From an optimization exercise on the open Yosys and OpenROAD flow, aimed at small area and a short achievable clock period; shortcuts taken in it are not production practice.
Only simulation tests tie the RTL to the original design; equivalence was not proved.

$ cat flow/design.v
`timescale 1ns / 1ps
module MUX(
		input [19:0] a,
		input [19:0] b,
		input sel,
		output reg [19:0] x
    );
	always @ (*)
	begin
		if (sel == 0)
			x = a;
		else
			x = b;
	end
endmodule
`timescale 1ns / 1ps
module Extend(
		input [7:0] unextended,
		output reg [19:0] extended
    );
	 always @ (*)
	 begin
		extended[19:0] <= { {12{unextended[7]}}, unextended[7:0] };
	 end
endmodule
`timescale 1ns / 1ps
module ZeroExtend(
		input [7:0] unextended,
		output reg [19:0] extended
    );
		always @ (*)
		begin
			extended[7:0] <= unextended[7:0];
			extended[19:8] <= 12'b0;
		end
endmodule
`timescale 1ns / 1ps
module AluCont(func, aluop, aluctr
    );
	 input [3:0] func;
	 input [2:0] aluop;
	 output reg [2:0]aluctr;
    always@(*)
	 begin
    if(aluop == 3'b 100)
		aluctr = func[2:0];
    else
		aluctr = aluop;    
	 end
endmodule
`timescale 1ns / 1ps
module contUnit(opcode, RegWrite, RegDst, AluSrc, MemToReg, MemWrite, MemRead, branch, extOp, AluOp
    );
		input [3:0]opcode;
		output reg RegWrite;
		output reg RegDst;
		output reg AluSrc;
		output reg MemToReg;
		output reg MemWrite;
		output reg MemRead;
		output reg branch;
		output reg extOp;
		output reg [2:0]AluOp;
		always@(*)
		begin
			case(opcode)
			4'b0000:     
			begin
				RegWrite = 1;
				RegDst = 1;
				AluSrc = 0;
				MemToReg = 0;
				MemWrite = 0;
				MemRead = 0;
				branch = 0;
				extOp = 0;
				AluOp = 3'b100;
			end
			4'b0001:    
			begin
				RegWrite = 1;
				RegDst = 0;
				AluSrc = 1;
				MemToReg = 1;
				MemWrite = 0;
				MemRead = 1;
				branch = 0;
				extOp = 1;
				AluOp = 3'b001;
			end
			4'b0010:    
			begin
				RegWrite = 0;
				RegDst = 0;
				AluSrc = 1;
				MemToReg = 0;
				MemWrite = 1;
				MemRead = 0;
				branch = 0;
				extOp = 1;
				AluOp = 3'b001;
			end
			4'b0011:    
			begin
				RegWrite = 0;
				RegDst = 0;
				AluSrc = 0;
				MemToReg = 0;
				MemWrite = 0;
				MemRead = 0;
				branch = 1;
				extOp = 0;
				AluOp = 3'b010;
			end
			default:    
			begin
				RegWrite = 0;
				RegDst = 0;
				AluSrc = 0;
				MemToReg = 0;
				MemWrite = 0;
				MemRead = 0;
				branch = 0;
				extOp = 0;
				AluOp = 3'b000;
			end
			endcase
		end
endmodule
`timescale 1ns / 1ps
module ALU(a, b, sel, c, zeroCheck
    );
	 input [19:0]a;
	 input [19:0]b;
	 input [2:0]sel;
	 output reg[19:0]c;
	 output reg zeroCheck;
	 always@(*)
	 begin
		case(sel)
		3'b001 : c = a + b;
		3'b010 : c = a - b;
		3'b011 : c = a * b;
		3'b100 : c = (b == 20'b0) ? 20'hFFFFF : a / b;
		3'b101 : c = a & b;
		3'b110 : c = a | b;
		3'b111 : c = a ^ b;
		default : c = 20'b0;
		endcase
		if (c == 0) 
		begin
			zeroCheck = 1;
		end
		else
		begin
			zeroCheck = 0;
		end
	 end
endmodule
`timescale 1ns / 1ps
module RegisterFile(
		reg1,
		reg2,
		regaddress,
		regwrite,
		writedata,
		clk,
		reset,
		reg1out,
		reg2out
    );
	 input [3:0] reg1;
	 input [3:0] reg2;
	 input [3:0] regaddress;
	 input regwrite;
	 input [19:0] writedata;
	 input clk;
	 input reset;
	 output reg [19:0] reg1out;
	 output reg [19:0] reg2out;
	 reg [19:0] register [15:0];
	 integer i;
	 always @ (posedge clk)
	 begin
		if (reset) begin
			for (i = 0; i < 16; i = i + 1) begin
				register[i] <= 20'b0;
			end
			reg1out <= 20'b0;
			reg2out <= 20'b0;
		end
		else begin
			if (regwrite) begin
				register[regaddress] <= writedata;
			end
			reg1out <= (regwrite && regaddress == reg1) ? writedata : register[reg1];
			reg2out <= (regwrite && regaddress == reg2) ? writedata : register[reg2];
		end
	 end
endmodule
`timescale 1ns / 1ps
module DataMemory(
		address, 
		writeData,
		memwrite,
		memread,
		memtoreg,
		clk,
		reset,
		readData
    );
	 input [19:0] address;
	 input wire [19:0] writeData;
	 input memwrite;
    input memread;
	 input memtoreg;
	 input clk;
	 input reset;
	 output reg [19:0] readData;
	 reg [19:0] mem [31:0];
	 integer i;
	 always @ (posedge clk)
	 begin
	 if (reset)
	 begin
		readData <= 20'b0;
		for (i = 0; i < 32; i = i + 1) begin
			mem[i] <= i[19:0];
		end
	 end
	 else
	 begin
	 if (memwrite)
	 begin
		mem[address[4:0]] <= writeData;
	 end
	 if (memread)
	 begin
		readData <= mem[address[4:0]];
	 end
	 if (memtoreg == 0)
	 begin
		readData <= address;
	 end
	 end
	 end
endmodule
`timescale 1ns / 1ps
module IFetch(
		pcSrc,
		clk,
		reset,
		extended,
		pc
    );
	 input pcSrc;
	 input clk;
	 input reset;
	 input [19:0] extended;
	 output reg [19:0] pc;
	 reg [19:0] inpc;
	 reg [19:0] nextpc;
	 reg [19:0] adderOut;
	 reg [19:0] extAdderOut;
	 always @ (*)
	 begin
		if (reset == 1)
		begin
			nextpc = 20'b0;
		end
		else
		begin
			nextpc = inpc;
		end
		adderOut = nextpc + 20'b000000000000000000001;
		extAdderOut = adderOut + extended;
	 end
	 always @ (posedge clk)
	 begin
		pc <= nextpc;
		if (pcSrc == 0) 
		begin
			inpc <= adderOut;
		end
		else
		begin
			inpc <= extAdderOut;
		end
	 end
endmodule
`timescale 1ns / 1ps
module MipsMain(
		clk,
		reset,
		instruction,
		pc,
		writedata
    );
	 input clk;
	 input reset;
	 input [19:0] instruction;
	 output wire [19:0] pc;
	 output wire [19:0] writedata;
	 wire pcSrc;
	 wire [19:0] extended;
	 IFetch ifetch1(pcSrc, clk, reset, extended, pc);
	 wire [3:0] opcode; 
	 wire RegWrite; 
	 wire RegDst;
    wire AluSrc; 
	 wire MemToReg;
	 wire MemWrite;
	 wire MemRead;
	 wire branch;
	 wire extOp; 
	 wire [2:0] AluOp;
	 contUnit controlunit1(instruction[19:16], RegWrite, RegDst, AluSrc, MemToReg, MemWrite, MemRead, branch, extOp, AluOp);
	 wire [3:0] regaddress;
	 assign regaddress = RegDst ? instruction[7:4] : instruction[11:8];
	 wire [19:0] reg1out;
	 wire [19:0] reg2out;
	 RegisterFile registerfile1(instruction[15:12], instruction[11:8], regaddress, RegWrite, writedata, clk, reset, reg1out, reg2out);
	 wire [2:0]aluctr;
	 AluCont alucontrol1(instruction[3:0], AluOp, aluctr);
	 wire [19:0] zeroExtended;
	 wire [19:0] signExtended;
	 ZeroExtend zeroExtend1(instruction[7:0], zeroExtended);
	 Extend extend1(instruction[7:0], signExtended);
	 MUX mux1(zeroExtended, signExtended, extOp, extended);
	 wire [19:0] b;
	 MUX mux2(reg2out, extended, AluSrc, b);
	 wire [19:0] result;
	 wire zeroCheck;
	 ALU alu1(reg1out, b, aluctr, result, zeroCheck);
	 assign pcSrc = zeroCheck & branch;
	 DataMemory dataMemory1(result, reg2out, MemWrite, MemRead, MemToReg, clk, reset, writedata);
endmodule
$ cat flow/run.sh
#!/bin/bash
# synth_recipe.tcl (not shown) runs the flow's synth.tcl, then flattens the netlist and writes it again
# the make line also repeats each setting of config.mk as NAME=value (left out here)
make -C /OpenROAD-flow-scripts/flow DESIGN_CONFIG=/design/flow/config.mk WORK_HOME=/design/flow/orfs CLKGATE_MAP_FILE= SYNTH_SCRIPT=/design/flow/synth_recipe.tcl finish
$ cat flow/config.mk
export PLATFORM = sky130hd
export DESIGN_NAME = MipsMain
export DESIGN_NICKNAME = MipsMain
export VERILOG_FILES = /design/flow/design.v
export SDC_FILE = /design/flow/constraint.sdc
export NUM_CORES = 4
export LEC_CHECK = 0
export CAP_MARGIN = 20
export CORE_MARGIN = 2
export CORE_UTILIZATION = 40
export SLEW_MARGIN = 20
$ cat flow/constraint.sdc
create_clock -name core_clock -period 50.0 [get_ports {clk}]
set_input_delay 10.0000 -clock core_clock [delete_from_list [all_inputs] [get_ports {clk}]]
set_output_delay 10.0000 -clock core_clock [all_outputs]
set_load 0.01 [all_outputs]
==> results of run 1 <==
-- routing by layer --
layer,GRT usage (%),vias to the layer above,share of wire (%)
met5,0,-,0.024
met4,11.7,10,4.7
met3,5.69,630,11
met2,42.9,3209,44
met1,38.8,28218,40
li1,-,24494,-
-- what timing repair did --
action / in CTS / in global routing
setup endpoints to repair: 984 / 1320
gates resized for setup: 10 / 106
cloned: 2 / 3
buffers inserted: 1 / 14
pin swaps: 2 / 10
-- through the flow --
step	util (%)	hold slack, ps	cells	setup TNS [ps]
after CTS	44.6	492	9285	0
after global placement	42.4	477	9069	-578480
after global routing	45.0	508	9309	-7010
after detailed placement	42.4	483	9069	-1320590
final	45.0	488	9312	0
after floorplan	-	462	6888	0
-- critical path: cells and delay by family --
family	cells	cell delay, ps
AO/OA/AOI/OAI	90	19920
AND/OR/NAND/NOR	39	7620
adder cells (fa/ha/maj)	20	5860
buffers and inverters	20	3600
multiplexers	4	1090
XOR/XNOR	1	220
-- final timing paths --
kind | endpoint | slack (ps) | cells past startpoint
worst min register to register | ifetch1.pc[19]$_DFF_P_ | 490 | 1
worst max register to register | dataMemory1.readData[3]$_SDFF_PP0_ | 11110 | 171
worst max-delay path | dataMemory1.readData[3]$_SDFF_PP0_ | 2190 | 174
worst min-delay path | ifetch1.pc[19]$_DFF_P_ | 490 | 1
-- placed cells by master (no fill, tap or decap), drive strengths merged, types with 25 or more instances in the layout --
cell	synthesis	layout
mux2i	126	126
ha	356	356
o21ai	176	176
nand2	903	903
o31ai	26	26
and3	77	77
xnor2	148	148
a21o	54	54
or3	109	109
clkinv	10	42
a31oi	75	75
fa	139	139
nor2b	51	51
nand3	272	272
dfxtp	100	100
nor2	414	415
o211ai	34	34
o21a	69	69
or2	69	69
a21oi	238	238
clkbuf	349	167
nand2b	25	25
inv	281	285
buf	118	273
mux4	200	200
and2	875	875
a311oi	33	33
xor2	72	72
nor3	122	122
edfxtp	960	960
mux2	59	59
a211oi	38	38
clkdlybuf4s50	0	49
nand4	30	30
-- final cells by class --
| class | instances | area, um2 |
|---|---|---|
| Sequential cell | 1060 | 30800 |
| Inverter | 291 | 1090 |
| Tap cell | 2340 | 2930 |
| Multi-Input combinational cell | 5073 | 38000 |
| Timing Repair Buffer | 327 | 2730 |
| Clock inverter | 48 | 634 |
| Antenna cell | 8 | 20.0 |
| Clock buffer | 165 | 3180 |
| Fill cell | 16583 | 97000 |
-- registers in the layout (all words and copies together), names as in the netlist --
signal,count
dataMemory1.mem,640
registerfile1.register,320
dataMemory1.readData,20
ifetch1.inpc,20
ifetch1.pc,20
registerfile1.reg1out,20
registerfile1.reg2out,20
-- cell families after synthesis --
kind of cell | Yosys count | share of synthesized area, %
fa+ha+maj | 495 | 10.2
compound gates | 980 | 9.40
buf+inv | 758 | 4.16
simple gates | 2989 | 21.1
mux | 385 | 9.09
flops | 1060 | 43.3
xor+xnor | 221 | 2.77
==> results.sh, run 1 <==
export IMPL_die_height_um=426
export IMPL_place_gp_congestion=0.967
export IMPL_grt_max_degree=125
export IMPL_synth_top_area_share_pct=40.5
export IMPL_wl_mm=261
export IMPL_ys_ff_latch=1060
export IMPL_crit_arrival_ps=48440
export IMPL_ys_warn_count=9
export IMPL_io_pins=62
export IMPL_synthTopCellsByArea="edfxtp_1, and2_1, mux4_2"
export IMPL_path_common_cell="ha_1"
export IMPL_syn_area_um2=71100
export IMPL_final_antenna_net_count=0
export IMPL_synthMostInstantiatedCell="edfxtp_1"
export IMPL_core_region_area_um2=176000
export IMPL_setup_viol=0
export IMPL_yosysUniqueCellTypes=104
export IMPL_synth_edff_count=960
export IMPL_period_needed_ps=47810
export IMPL_tightestPinTransition_ps=1290
export IMPL_post_route_cells_drive_above_1_share_pct=13.2
export IMPL_wl_per_cell_um=28.0
export IMPL_yosysSeqAreaShare_pct=43.3
export IMPL_finalMaxSlewViolations=0
export IMPL_cts_root_buf="clkbuf_16"
export IMPL_grt_pass1_wl_mm=375
export IMPL_worstSkewPairLatency_ps=790
export IMPL_vias=56561
export IMPL_place_hpwl_mm=171
export IMPL_outcome="timing/DRC/antenna clean"
export IMPL_postCtsHoldBufs=0
export IMPL_fp_row_count=154
export IMPL_hp_class="flop to flop"
export IMPL_r2r_start="registerfile1.reg2out[17]$_SDFF_PP0_"
export IMPL_synthCells=6888
export IMPL_globalRouteOverflowTotal=0
export IMPL_critPathCaptureType="flop"
export IMPL_final_period_utilization_pct=95.6
export IMPL_cts_made_buffers=112
export IMPL_clkSinkCount=1060
export IMPL_synth_commonest_cells="edfxtp_1, nand2_1, and2_1"
export IMPL_clock_skew_ps=102
export IMPL_relSlewSlack_pct=13.9
export IMPL_initial_core_util_pct=40.3
export IMPL_routed_via_density=6.07
export IMPL_critical_path_required_ps=50630
export IMPL_tritoncts="yes"
export IMPL_port_buffer_count=61
export IMPL_synth_main_ff_cell="edfxtp_1"
export IMPL_drtPass1Iterations=6
export IMPL_synth_area_per_cell_um2=10.3
export IMPL_fin_area_um2=79500
export IMPL_syn_nets=7405
export IMPL_crit_fanout=32
export IMPL_clk_pin_slew_ps=60
export IMPL_cp_start_kind="input port"
export IMPL_slowest_stage="clkdlybuf4s50_1"
export IMPL_drtIter0Drc=7423
export IMPL_maxClockFrequency_mhz=20.9
export IMPL_max_stage_delay_ps=600
export IMPL_cts_buffer_depth=3
export IMPL_route_detailed_drc=0
export IMPL_critPathLaunch="instruction[17]"
export IMPL_die_area_um2=181000
export IMPL_die_w_um=426
export IMPL_drv_cap=0
export IMPL_syn_to_final_growth_pct=11.7
export IMPL_finalHoldViolCount=0
export IMPL_pre_cts_ws_ps=-1880
export IMPL_placed_area_um2=74900
export IMPL_hp_start="ifetch1.inpc[19]$_DFF_P_"
export IMPL_nNetsFinal=7382
export IMPL_htree_levels=3
export IMPL_synth_largest_area_cell="edfxtp_1"
export IMPL_worstSetupPathType="input port to flop"
export IMPL_antenna_found_initial=17
export IMPL_grt_pass1_vias=54177
export IMPL_async_flop_share_pct=0
export IMPL_setup_slack_ps=2190
export IMPL_grt_use_total_pct=28.1
==> run 2: changes to the inputs <==
==> flow/design.v (replaced) <==
module Divider #(parameter S1 = 8) (
    input clk,
    input [19:0] an,
    input [19:0] bn,
    input [19:0] a,
    input [19:0] b,
    output [19:0] quo
);
  wire [19:0] rem [0:20];
  wire [19:0] qb;
  reg  [S1-1:0] rem1_r;    
  reg  [S1-1:0] q1_r;
  assign rem[0] = 20'd0;
  genvar k;
  generate
    for (k = 1; k <= 20; k = k + 1) begin : row
      wire [19:0] a_s = (k <= S1) ? an : a;
      wire [19:0] b_s = (k <= S1) ? bn : b;
      wire [19:0] rprev = (k == S1 + 1) ? {{(20-S1){1'b0}}, rem1_r} : rem[k-1];
      wire [k-1:0] r2;
      if (k == 1) begin : r2a
        assign r2 = a_s[19];
      end else begin : r2b
        assign r2 = {rprev[k-2:0], a_s[20-k]};
      end
      wire hz;
      if (k == 20) begin : hza
        assign hz = 1'b1;
      end else begin : hzb
        assign hz = ~|b_s[19:k];
      end
      wire [k:0] diff = {1'b0, r2} - {1'b0, b_s[k-1:0]};
      wire ge = hz & ~diff[k];
      assign qb[20-k] = ge;
      assign rem[k] = ge ? diff[k-1:0] : r2;
    end
  endgenerate
  always @(posedge clk) begin
    rem1_r <= rem[S1][S1-1:0];
    q1_r   <= qb[19:20-S1];
  end
  assign quo = {q1_r, qb[19-S1:0]};
endmodule
module MipsMain(
    input clk,
    input reset,
    input [19:0] instruction,
    output [19:0] pc,
    output [19:0] writedata
);
  localparam S1 = 8;    
  wire [3:0] op  = instruction[19:16];
  wire [3:0] rs  = instruction[15:12];
  wire [3:0] rt  = instruction[11:8];
  wire [3:0] rd  = instruction[7:4];
  wire [2:0] fn  = instruction[2:0];
  wire [7:0] imm = instruction[7:0];
  wire isR   = (op == 4'd0);
  wire isLW  = (op == 4'd1);
  wire isSW  = (op == 4'd2);
  wire isBEQ = (op == 4'd3);
  wire regwrite = isR | isLW;
  wire [3:0] wa = isR ? rd : rt;
  reg [19:0] pc_r, npc, A, B, D;
  reg [19:0] R [0:15];
  reg [19:0] M [0:31];
  assign pc = pc_r;
  assign writedata = D;
  wire [19:0] simm = {{12{imm[7]}}, imm};
  wire [19:0] asum = A + simm;
  wire [19:0] add  = A + B;
  wire [19:0] sub  = A - B;
  wire [19:0] mul  = A * B;
  wire [19:0] quo;
  reg [19:0] rres;
  always @(*) begin
    case (fn)
      3'd1: rres = add;
      3'd2: rres = sub;
      3'd3: rres = mul;
      3'd4: rres = quo;
      3'd5: rres = A & B;
      3'd6: rres = A | B;
      3'd7: rres = A ^ B;
      default: rres = 20'd0;
    endcase
  end
  wire [4:0] maddr = A[4:0] + imm[4:0];
  wire [19:0] mrd = M[maddr];
  reg [19:0] dnext;
  always @(*) begin
    if (isR) dnext = rres;
    else if (isLW) dnext = mrd;
    else if (isSW) dnext = asum;
    else if (isBEQ) dnext = sub;
    else dnext = 20'd0;
  end
  wire taken = isBEQ & (A == B);
  wire [19:0] pcbase = reset ? 20'd0 : npc;
  always @(posedge clk) begin
    pc_r <= pcbase;
    npc  <= pcbase + 20'd1 + (taken ? {12'd0, imm} : 20'd0);
  end
  wire [19:0] rA = R[rs];
  wire [19:0] rB = R[rt];
  wire [19:0] An = reset ? 20'd0 : ((regwrite && wa == rs) ? D : rA);
  wire [19:0] Bn = reset ? 20'd0 : ((regwrite && wa == rt) ? D : rB);
  always @(posedge clk) begin
    A <= An;
    B <= Bn;
    D <= dnext & {20{~reset}};
  end
  wire [19:0] rwd = D & {20{~reset}};
  integer i;
  always @(posedge clk) begin
    for (i = 0; i < 16; i = i + 1)
      if (reset | (regwrite & (wa == i))) R[i] <= rwd;
  end
  wire [19:0] mw0 = B & {20{~reset}};
  wire [19:0] mw1 = B | {20{reset}};
  integer m;
  always @(posedge clk) begin
    for (m = 0; m < 32; m = m + 1)
      if (reset | (isSW & (asum[4:0] == m)))
        M[m] <= (mw1 & m) | (mw0 & ~m);
  end
  Divider #(.S1(S1)) div1 (.clk(clk), .an(An), .bn(Bn), .a(A), .b(B), .quo(quo));
endmodule
==> run 2 against run 1 <==
Still clean. Maximum frequency up 45%. Sequential cell count is 16 higher. Clock skew decreased by 8.5 ps. Sequential share of layout area increased by 5.3 points. Worst setup slack better by 15000 ps. Clock-buffer cell count shrank 26. Utilization down 0.32 points. Non-clock buffer count down 107. Via count is 12% lower.
==> results.sh, run 2 <==
export IMPL_outcome="timing/DRC/antenna clean"
export IMPL_crit_arrival_ps=33570
export IMPL_cts_root_buf="clkbuf_16"
export IMPL_busiest_layer="met2"
export IMPL_final_period_utilization_pct=65.9
export IMPL_grt_max_degree=139
export IMPL_grt_pass1_wl_mm=341
export IMPL_multiInputGateArea_um2=30000
export IMPL_setup_viol=0
export IMPL_finalSetupTns_ps=0
export IMPL_drtPass1Iterations=6
export IMPL_crit_fanout=23
export IMPL_critical_path_required_ps=50620
export IMPL_cts_made_buffers=109
export IMPL_rsz0062_at_grt="no"
export IMPL_drtIter0Drc=7120
export IMPL_finalHoldViolCount=0
export IMPL_post_route_cells_drive_above_1_share_pct=9.72
export IMPL_clock_skew_ps=93.6
export IMPL_postCtsHoldBufs=0
export IMPL_r2r_setup_slack_ps=17050
export IMPL_syn_nets=6157
export IMPL_antenna_found_initial=13
export IMPL_max_stage_delay_ps=770
export IMPL_fp_row_count=146
export IMPL_die_w_um=402
export IMPL_synth_area_per_cell_um2=11.3
export IMPL_area_sequential_um2=31100
export IMPL_io_pins=62
export IMPL_clkSinkCount=1076
export IMPL_reg2regPathDepth=122
export IMPL_final_core_util_pct=44.7
export IMPL_htree_levels=3
export IMPL_hp_class="flop to flop"
export IMPL_drv_cap=0
export IMPL_synth_top_area_share_pct=45.5
export IMPL_die_height_um=402
export IMPL_async_flop_share_pct=0
export IMPL_ctsResizeCount=0
export IMPL_grt_use_met1_pct=39.3
export IMPL_period_needed_ps=32950
export IMPL_fillers=14562
export IMPL_hp_start="npc[3]$_DFF_P_"
export IMPL_synth_commonest_cells="edfxtp_1, nor2_1, nand2_1"
export IMPL_ys_ff_latch=1076
export IMPL_synthCells=5602
export IMPL_grt_pass1_vias=48079
export IMPL_hold_end="pc_r[3]$_DFF_P_"
export IMPL_cp_start_kind="flop"
export IMPL_max_flop_register="M"
export IMPL_wl_mm=239
export IMPL_synthMostInstantiatedCell="edfxtp_1"
export IMPL_clk_pin_slew_ps=60
export IMPL_routed_via_density=6.39
export IMPL_synth_largest_area_cell="edfxtp_1"
export IMPL_final_antenna_net_count=0
export IMPL_cts_setup_buffers=0
export IMPL_vias=50001
export IMPL_r2r_start="B[19]$_DFF_P_"
export IMPL_worstSetupPathType="flop to flop"
export IMPL_slowest_stage="a41o_1"
export IMPL_synthTopCellsByArea="edfxtp_1, ha_1, fa_1"
export IMPL_die_area_um2=162000
export IMPL_use_met2_pct=44.6
export IMPL_yosysSeqAreaShare_pct=49.2
export IMPL_maxClockFrequency_mhz=30.3
export IMPL_top_regs="M: 640 flops, R: 320 flops"
export IMPL_ys_warn_count=4
export IMPL_core_region_area_um2=158000
export IMPL_globalRouteOverflowTotal=0
export IMPL_synth_edff_count=960
export IMPL_relSlewSlack_pct=16.1
export IMPL_grt_use_total_pct=28.8
export IMPL_tritoncts="yes"
export IMPL_use_met3_pct=5.71
export IMPL_wl_per_cell_um=30.5
export IMPL_initial_core_util_pct=40.1
export IMPL_final_cell_mix="edfxtp_1, nand2_1, ha_1, inv_1, nor2_1"
export IMPL_final_common_cell="edfxtp_1"
export IMPL_synth_main_ff_cell="edfxtp_1"
export IMPL_syn_area_um2=63300
export IMPL_route_detailed_drc=0
export IMPL_place_hpwl_mm=151
export IMPL_finalMaxSlewViolations=0
export IMPL_worstSkewPairLatency_ps=780
export IMPL_cts_buffer_depth=3
export IMPL_syn_to_final_growth_pct=11.4
export IMPL_tightestPinTransition_ps=1260
export IMPL_path_common_cell="o21ai_0"
export IMPL_critPathCaptureType="flop"
export IMPL_worstHoldPathCells=1
export IMPL_nNetsFinal=6215
export IMPL_largest_reg_flops=640
export IMPL_port_buffer_count=61
export IMPL_r2r_end="D[0]$_DFF_P_"
export IMPL_place_gp_congestion=0.933
export IMPL_yosysUniqueCellTypes=94
run 2: cell count changes in the layout (fill, tap and decap cells not counted), moves of 46 or more:
cell,delta
or3_1,-85
a22oi_1,+200
a22o_1,+147
mux4_2,-187
nor2b_1,+57
and2_1,-846
nand3_1,-166
and3_1,-46
nand2_1,-523
a221oi_1,+160
buf_4,-93
inv_1,+86
run 2: metrics by stage:
stage	setup slack, ps	instance area, um2	cells	hold WS [ps]
CTS	17470	70500	7821	476
detailed placement	17700	66800	7618	468
floorplan	21920	63300	5602	421
finish	17050	70500	7828	476
global placement	18450	66800	7617	471
global route	13840	70500	7824	492
run 2: worst max-delay path by stage:
| stage | start | to | slack [ps] | depth (start not counted) |
|---|---|---|---|---|
| 2_1_floorplan | B[1]$_DFF_P_ | D[0]$_DFF_P_ | 21920 | 130 |
| 3_5_place_dp | B[19]$_DFF_P_ | D[0]$_DFF_P_ | 17700 | 122 |
| 4_1_cts | B[19]$_DFF_P_ | D[0]$_DFF_P_ | 17470 | 122 |
| 3_3_place_gp | B[19]$_DFF_P_ | D[0]$_DFF_P_ | 18450 | 121 |
| 5_1_grt | B[19]$_DFF_P_ | D[0]$_DFF_P_ | 13840 | 121 |
| 6_report | B[19]$_DFF_P_ | D[0]$_DFF_P_ | 17050 | 122 |
run 2: critical path, delay by kind of cell, from the launching register on:
family | cells | cell delay (ps)
AND/OR/NAND/NOR | 20 | 4610
buffers and inverters | 7 | 1230
multiplexers | 4 | 1580
adder cells (fa/ha/maj) | 11 | 3880
flip-flops | 1 | 500
AO/OA/AOI/OAI | 80 | 20910
run 2: routing by layer:
metal / up-vias / wire length, um
li1: 21223 / -
met4: 14 / 11900
met3: 679 / 27400
met1: 24766 / 93700
met5: - / 103
met2: 3319 / 106000
run 2: kinds of logic (layout without fill, tap and decap cells):
family / count (synthesis) / after routing / share of synthesized area [%]
multiplexers: 173 / 173 / 3.13
AO/OA/AOI/OAI: 1528 / 1528 / 17.4
other: 0 / 4 / 0
adder cells (fa/ha/maj): 533 / 533 / 12.4
flip-flops: 1076 / 1076 / 49.2
AND/OR/NAND/NOR: 1412 / 1412 / 10.6
buffers and inverters: 645 / 795 / 4.01
XOR/XNOR: 235 / 235 / 3.25
run 2: layout make-up:
type / instances / share of cell area, %
multi-input cells: 3881 / 42.5
repair buffers: 220 / 2.54
diodes: 4 / 0.0142
inverters: 372 / 1.98
clock buffers: 139 / 4.10
flip-flops and latches: 1076 / 44.2
well taps: 2072 / 3.68
clock inverters: 64 / 1.07
==> run 3: changes to the inputs <==
--- a/flow/config.mk
+++ b/flow/config.mk
@@ -5,6 +5,7 @@
 export SDC_FILE = /design/flow/constraint.sdc
 export NUM_CORES = 4
 export LEC_CHECK = 0
+export ABC_CLOCK_PERIOD_IN_PS = 10000
 export CAP_MARGIN = 20
 export CORE_MARGIN = 2
 export CORE_UTILIZATION = 40
==> run 3 against run 2 <==
Clock skew unchanged. Worst setup slack unchanged. Critical endpoint unchanged.
==> results.sh, run 3 <==
export IMPL_outcome="timing/DRC/antenna clean"
export IMPL_synth_area_per_cell_um2=11.3
export IMPL_hp_class="flop to flop"
export IMPL_slowest_stage="a41o_1"
export IMPL_critPathBufInv=7
export IMPL_largest_reg_flops=640
export IMPL_vias=50001
export IMPL_critical_path_required_ps=50620
export IMPL_finalSetupTns_ps=0
export IMPL_grt_pass1_wl_mm=341
export IMPL_top_regs="M: 640 flops, R: 320 flops"
export IMPL_async_flop_share_pct=0
export IMPL_synthMostInstantiatedCell="edfxtp_1"
export IMPL_grt_pass1_vias=48079
export IMPL_final_period_utilization_pct=65.9
export IMPL_worstSetupPathType="flop to flop"
export IMPL_route_detailed_drc=0
export IMPL_syn_area_um2=63300
export IMPL_synth_edff_count=960
export IMPL_max_flop_register="M"
export IMPL_postCtsHoldBufs=0
export IMPL_port_buffer_count=61
export IMPL_final_antenna_net_count=0
export IMPL_place_gp_congestion=0.933
export IMPL_worstSkewPairLatency_ps=780
export IMPL_setup_viol=0
export IMPL_dpl_cell_count=7618
export IMPL_ys_ff_latch=1076
export IMPL_area_sequential_um2=31100
export IMPL_synth_largest_area_cell="edfxtp_1"
export IMPL_final_core_util_pct=44.7
export IMPL_crit_arrival_ps=33570
export IMPL_fin_area_um2=70500
export IMPL_worstHoldPathCells=1
export IMPL_path_delay_family="compound AO/OA/AOI/OAI gates"
export IMPL_wl_per_cell_um=30.5
export IMPL_globalRouteOverflowTotal=0
export IMPL_syn_nets=6157
export IMPL_max_stage_delay_ps=770
export IMPL_syn_to_final_growth_pct=11.4
export IMPL_post_route_cells_drive_above_1_share_pct=9.72
export IMPL_critPathCaptureType="flop"
export IMPL_die_w_um=402
export IMPL_synth_commonest_cells="edfxtp_1, nor2_1, nand2_1"
export IMPL_die_height_um=402
export IMPL_fin_cells=7828
export IMPL_synthTopCellsByArea="edfxtp_1, ha_1, fa_1"
export IMPL_yosysUniqueCellTypes=94
export IMPL_clkSinkCount=1076
export IMPL_initial_core_util_pct=40.1
export IMPL_rsz0062_at_grt="no"
export IMPL_fillers=14562
export IMPL_cts_setup_buffers=0
export IMPL_fp_row_count=146
export IMPL_cts_buffer_depth=3
export IMPL_multiInputGateArea_um2=30000
export IMPL_hp_start="npc[3]$_DFF_P_"
export IMPL_final_common_cell="edfxtp_1"
export IMPL_drv_cap=0
export IMPL_r2r_end="D[0]$_DFF_P_"
export IMPL_yosysSeqAreaShare_pct=49.2
export IMPL_nNetsFinal=6215
export IMPL_r2r_setup_slack_ps=17050
export IMPL_cts_made_buffers=109
export IMPL_synth_main_ff_cell="edfxtp_1"
export IMPL_r2r_start="B[19]$_DFF_P_"
export IMPL_period_needed_ps=32950
export IMPL_routed_via_density=6.39
export IMPL_die_area_um2=162000
export IMPL_hold_end="pc_r[3]$_DFF_P_"
export IMPL_tritoncts="yes"
export IMPL_clk_pin_slew_ps=60
export IMPL_io_pins=62
export IMPL_grt_use_total_pct=28.8
export IMPL_reg2regPathDepth=122
export IMPL_antenna_found_initial=13
export IMPL_grt_max_degree=139
export IMPL_cp_start_kind="flop"
export IMPL_synthCells=5602
export IMPL_htree_levels=3
export IMPL_clock_skew_ps=93.6
export IMPL_place_hpwl_mm=151
export IMPL_relSlewSlack_pct=16.1
export IMPL_drtPass1Iterations=6
export IMPL_core_region_area_um2=158000
export IMPL_final_cell_mix="edfxtp_1, nand2_1, ha_1, inv_1, nor2_1"
export IMPL_maxClockFrequency_mhz=30.3
export IMPL_drtIter0Drc=7120
export IMPL_ctsResizeCount=0
export IMPL_crit_fanout=23
export IMPL_finalMaxSlewViolations=0
export IMPL_ys_warn_count=4
export IMPL_placed_area_um2=66800
export IMPL_path_common_cell="o21ai_0"
export IMPL_synth_top_area_share_pct=45.5
export IMPL_tightestPinTransition_ps=1260
export IMPL_wl_mm=239
export IMPL_finalHoldViolCount=0
export IMPL_cts_root_buf="clkbuf_16"
-- run 3: logic make-up after synthesis --
family	Yosys count	share of synthesized area [%]
xor gates and xnor gates	235	3.25
AOI/OAI and AO/OA	1528	17.4
and+or+nand+nor	1412	10.6
adders and majority gates	533	12.4
buffers and inverters	645	4.01
DFF	1076	49.2
muxes	173	3.13
-- run 3: stage by stage --
stage	worst slack, ps	hold WS, ps
5_1_grt	13840	492
4_1_cts	17470	476
3_3_place_gp	18450	471
3_5_place_dp	17700	468
2_1_floorplan	21920	421
6_report	17050	476
-- run 3: layout make-up --
| class | count | area share, % |
|---|---|---|
| Inverter | 372 | 1.98 |
| Antenna cell | 4 | 0.0142 |
| Clock inverter | 64 | 1.07 |
| Clock buffer | 139 | 4.10 |
| Tap cell | 2072 | 3.68 |
| Timing Repair Buffer | 220 | 2.54 |
| Sequential cell | 1076 | 44.2 |
| Multi-Input combinational cell | 3881 | 42.5 |
-- run 3: how the worst max path moves through the flow --
| stage | start | endpoint | slack (ps) | depth (start not counted) |
|---|---|---|---|---|
| global placement | B[19]$_DFF_P_ | D[0]$_DFF_P_ | 18450 | 121 |
| finish | B[19]$_DFF_P_ | D[0]$_DFF_P_ | 17050 | 122 |
| global route | B[19]$_DFF_P_ | D[0]$_DFF_P_ | 13840 | 121 |
| detailed placement | B[19]$_DFF_P_ | D[0]$_DFF_P_ | 17700 | 122 |
| CTS | B[19]$_DFF_P_ | D[0]$_DFF_P_ | 17470 | 122 |
| floorplan | B[1]$_DFF_P_ | D[0]$_DFF_P_ | 21920 | 130 |
-- run 3: routing by layer --
metal	vias up	GRT usage [%]	wire length, um
met1	24766	39.3	93700
met3	679	5.71	27400
met5	-	0	103
met2	3319	44.6	106000
li1	21223	-	-
met4	14	12.8	11900

[afterwards: timing with drivers on the ports]
The flow's constraints put no driver on any port. The routed layouts listed below were extracted and timed again, unchanged, in two steps.
Step 1 assumes that a clkbuf_16 drives the clock port and a buf_2 every other input.
Step 2 also shifts input and output timing later by t, the mid clock arrival at the registers, as if the neighbouring blocks saw the same clock.
Three values: no drivers, after step 1, after step 2; two values: the first two.
| run | shift t [ns] | setup WS [ns] | worst setup path at the end | latest minus earliest clock arrival (ns) | slew at the worst register clock pin (ns) |
|---|---|---|---|---|---|
| run 1 | 0.817 | 2.194 / 2.090 / 1.273 | input to register | 0.102 / 0.102 | 0.07 / 0.07 |
| run 2 | 0.814 | 17.047 / 17.047 / 17.047 | register to register | 0.097 / 0.096 | 0.07 / 0.07 |
| run 3 | 0.814 | 17.047 / 17.047 / 17.047 | register to register | 0.097 / 0.096 | 0.07 / 0.07 |
After both steps setup and hold are still met in every run listed. The setup slack of run 1, which loses most, moves by -0.104 ns with the drivers and by -0.921 ns with both steps.
